This is an optimization exercise on Yosys and OpenROAD, whose aim is a short achievable clock period and few clock cycles per item, not a production implementation. RTL that was checked went through simulation tests only; none was proved equivalent to the original.

==> v34: inputs <==
Design Module_of_product, start of the top module:
module Module_of_product (
    input  wire         clk,
    input  wire         rst,
    input  wire         start,
    input  wire [256:0] Y,
    input  wire [256:0] N,
    output wire [256:0] o_result,
    output reg          done
);
    reg [256:0] cur;
    reg [256:0] n_r;
    reg [7:0]   cnt;
    reg         busy;
    wire [257:0] dbl = {cur, 1'b0};
    wire [257:0] dif = dbl - {1'b0, n_r};
    always @(posedge clk or posedge rst) begin
        if (rst) begin
            busy <= 1'b0;
            cnt  <= 8'd0;
            done <= 1'b0;
        end else begin
            done <= 1'b0;
            if (!busy) begin
                if (start) begin
                    busy <= 1'b1;
                    cnt  <= 8'd0;
                end
            end else begin
                cnt <= cnt + 8'd1;
                if (cnt == 8'd255) begin
                    busy <= 1'b0;
                    done <= 1'b1;
                end
            end
        end
    end
    always @(posedge clk) begin
        n_r <= N;
        if (!busy) cur <= Y;
        else       cur <= dif[257] ? dbl[256:0] : dif[256:0];
    end
    assign o_result = cur;
endmodule
==> module Module_of_product, before the edit <==
module Module_of_product (
    input  wire         clk,
    input  wire         rst,
    input  wire         start,
    input  wire [256:0] Y,
    input  wire [256:0] N,
    output wire [256:0] o_result,
    output reg          done
);
    reg [256:0] cur;
    reg [256:0] n_r;
    reg [7:0]   cnt;
    reg         busy;
    wire [257:0] dbl = {cur, 1'b0};
    wire [257:0] dif = dbl - {1'b0, n_r};
    always @(posedge clk or posedge rst) begin
        if (rst) begin
            busy <= 1'b0;
            cnt  <= 8'd0;
            done <= 1'b0;
        end else begin
            done <= 1'b0;
            if (!busy) begin
                if (start) begin
                    busy <= 1'b1;
                    cnt  <= 8'd0;
                end
            end else begin
                cnt <= cnt + 8'd1;
                if (cnt == 8'd255) begin
                    busy <= 1'b0;
                    done <= 1'b1;
                end
            end
        end
    end
    always @(posedge clk) begin
        n_r <= N;
        if (!busy) cur <= Y;
        else       cur <= dif[257] ? dbl[256:0] : dif[256:0];
    end
    assign o_result = cur;
endmodule
clock: 6.5 ns
lec_check: 0
abc_clock_period_in_ps: 2000
cap_margin: 20
core_margin: 2
core_utilization: 40
setup_slack_margin: 3.0
slew_margin: 20
run.sh (not shown) runs the stock make flow with config.mk's settings and CLKGATE_MAP_FILE= SYNTH_SCRIPT=/design/flow/synth_recipe.tcl, a recipe that flattens the netlist after the stock synthesis.
==> inputs of v37, as changes to v34 <==
==> flow/design.v (replaced) <==
module Module_of_product (
    input wire clk,                
    input wire rst,                
    input wire start,              
    input wire [256:0] Y,           
    input wire [256:0] N,           
    output wire [256:0] o_result,           
    output reg done                
);
    reg [256:0] current;            
    reg [256:0] current_nxt;        
    reg [8:0] counter;             
    reg [8:0] counter_nxt;         
    reg done_nxt;                  
    localparam IDLE = 2'b00;
    localparam COMPUTING = 2'b01;
    localparam FINISHED = 2'b10;
    reg [1:0] state;
    reg [1:0] next_state;
    reg init_computation;          
    reg init_computation_nxt;      
    reg update_current;           
    reg update_current_nxt;       
    assign o_result = current;
    always @(*) begin
        next_state = state;
        init_computation_nxt = 0;
        update_current_nxt = 0;
        done_nxt = 0;
        case (state)
            IDLE: begin
                if (start) begin
                    next_state = COMPUTING;
                    init_computation_nxt = 1;
                end
            end
            COMPUTING: begin
                update_current_nxt = 1;
                if (counter == 255) begin
                    next_state = FINISHED;
                    done_nxt = 1;
                end
            end
            FINISHED: begin
                next_state = IDLE;
                done_nxt = 0;
            end
            default: next_state = IDLE;
        endcase
    end
    always @(*) begin
        current_nxt = current;
        counter_nxt = counter;
        if (init_computation) begin
            current_nxt = Y;
            counter_nxt = 0;
        end
        if (update_current) begin
            if(current + current > N) begin
                current_nxt = (current + current) - N;   
            end
            else begin
                current_nxt = current + current;   
            end
            counter_nxt = counter + 1;
        end
    end
    always @(posedge clk or posedge rst) begin
        if (rst) begin
            state <= IDLE;
            init_computation <= 0;
            update_current <= 0;
            current <= 0;
            counter <= 0;
            done <= 0;
        end else begin
            state <= next_state;
            init_computation <= init_computation_nxt;
            update_current <= update_current_nxt;
            current <= current_nxt;
            counter <= counter_nxt;
            done <= done_nxt;
        end
    end
endmodule
--- a/flow/config.mk
+++ b/flow/config.mk
@@ -7,3 +7,2 @@
 export LEC_CHECK = 0
-export ABC_CLOCK_PERIOD_IN_PS = 2000
 export CAP_MARGIN = 20
@@ -11,3 +10,2 @@
 export CORE_UTILIZATION = 40
-export SETUP_SLACK_MARGIN = 3.0
 export SLEW_MARGIN = 20
==> summary.txt <==
In v34 the clock skew is lower than in v37, by 0.00077 ns. Hold slack: v37 is lower than v34 (0.054 ns). Against v34, the final cell count of v37 is higher by 0.95%. Between v34 and v37, the lower routed wire length is in v37 (gap 3.2%, measured against v37). v34 finished with timing, DRC and antenna clean. v37 finished clean.
==> figures <==
quantity	v34	v37
Synth Register Bits	524	271
Switching part of the total	49.29%	54.56%
Run status	no timing/DRC/antenna violations	no timing/DRC/antenna violations
Remaining max-slew budget at the tightest pin	14.04%	28.95%
Layout Nets	6481	6577
M1 GR Usage	46.12%	52.14%
Fillers	7936	8805
Vias in the first global route	38850	39420
Core Util, Final	60.28%	52.66%
Area fraction of the dominant cell type after synthesis	29.12%	19.37%
Testbench counts of v34, summed over its fixed seeds: cycles 33,024, items 128.
The RTL of v37 was laid out without a check of its function.

static timing again, ports no longer ideal:
Ports are ideal in the flow. The routed layouts listed here were re-timed in OpenROAD. Step 1: set_driving_cell puts a clkbuf_16 on clk and a buf_2 on each other input, an assumption about the parent block. Step 2, shift: input delay + t, output delay - t, t = (earliest + latest rising clock arrival at the registers) / 2. This alone moves slack from input paths to output paths. Slacks: no drivers / after step 1 / after step 2; pairs: no drivers / after step 1.
run	shift t [ns]	setup slack, ns	worst setup path after step 2
v34	0.729	1.404 / 1.404 / 1.404	register to register
v37	0.653	0.136 / 0.178 / -0.476	input to register
Met with ideal ports but missed after step 2: setup timing in v37. For v37, which loses most, drivers alone change the setup slack by +0.042 ns; drivers and shift together by -0.612 ns.
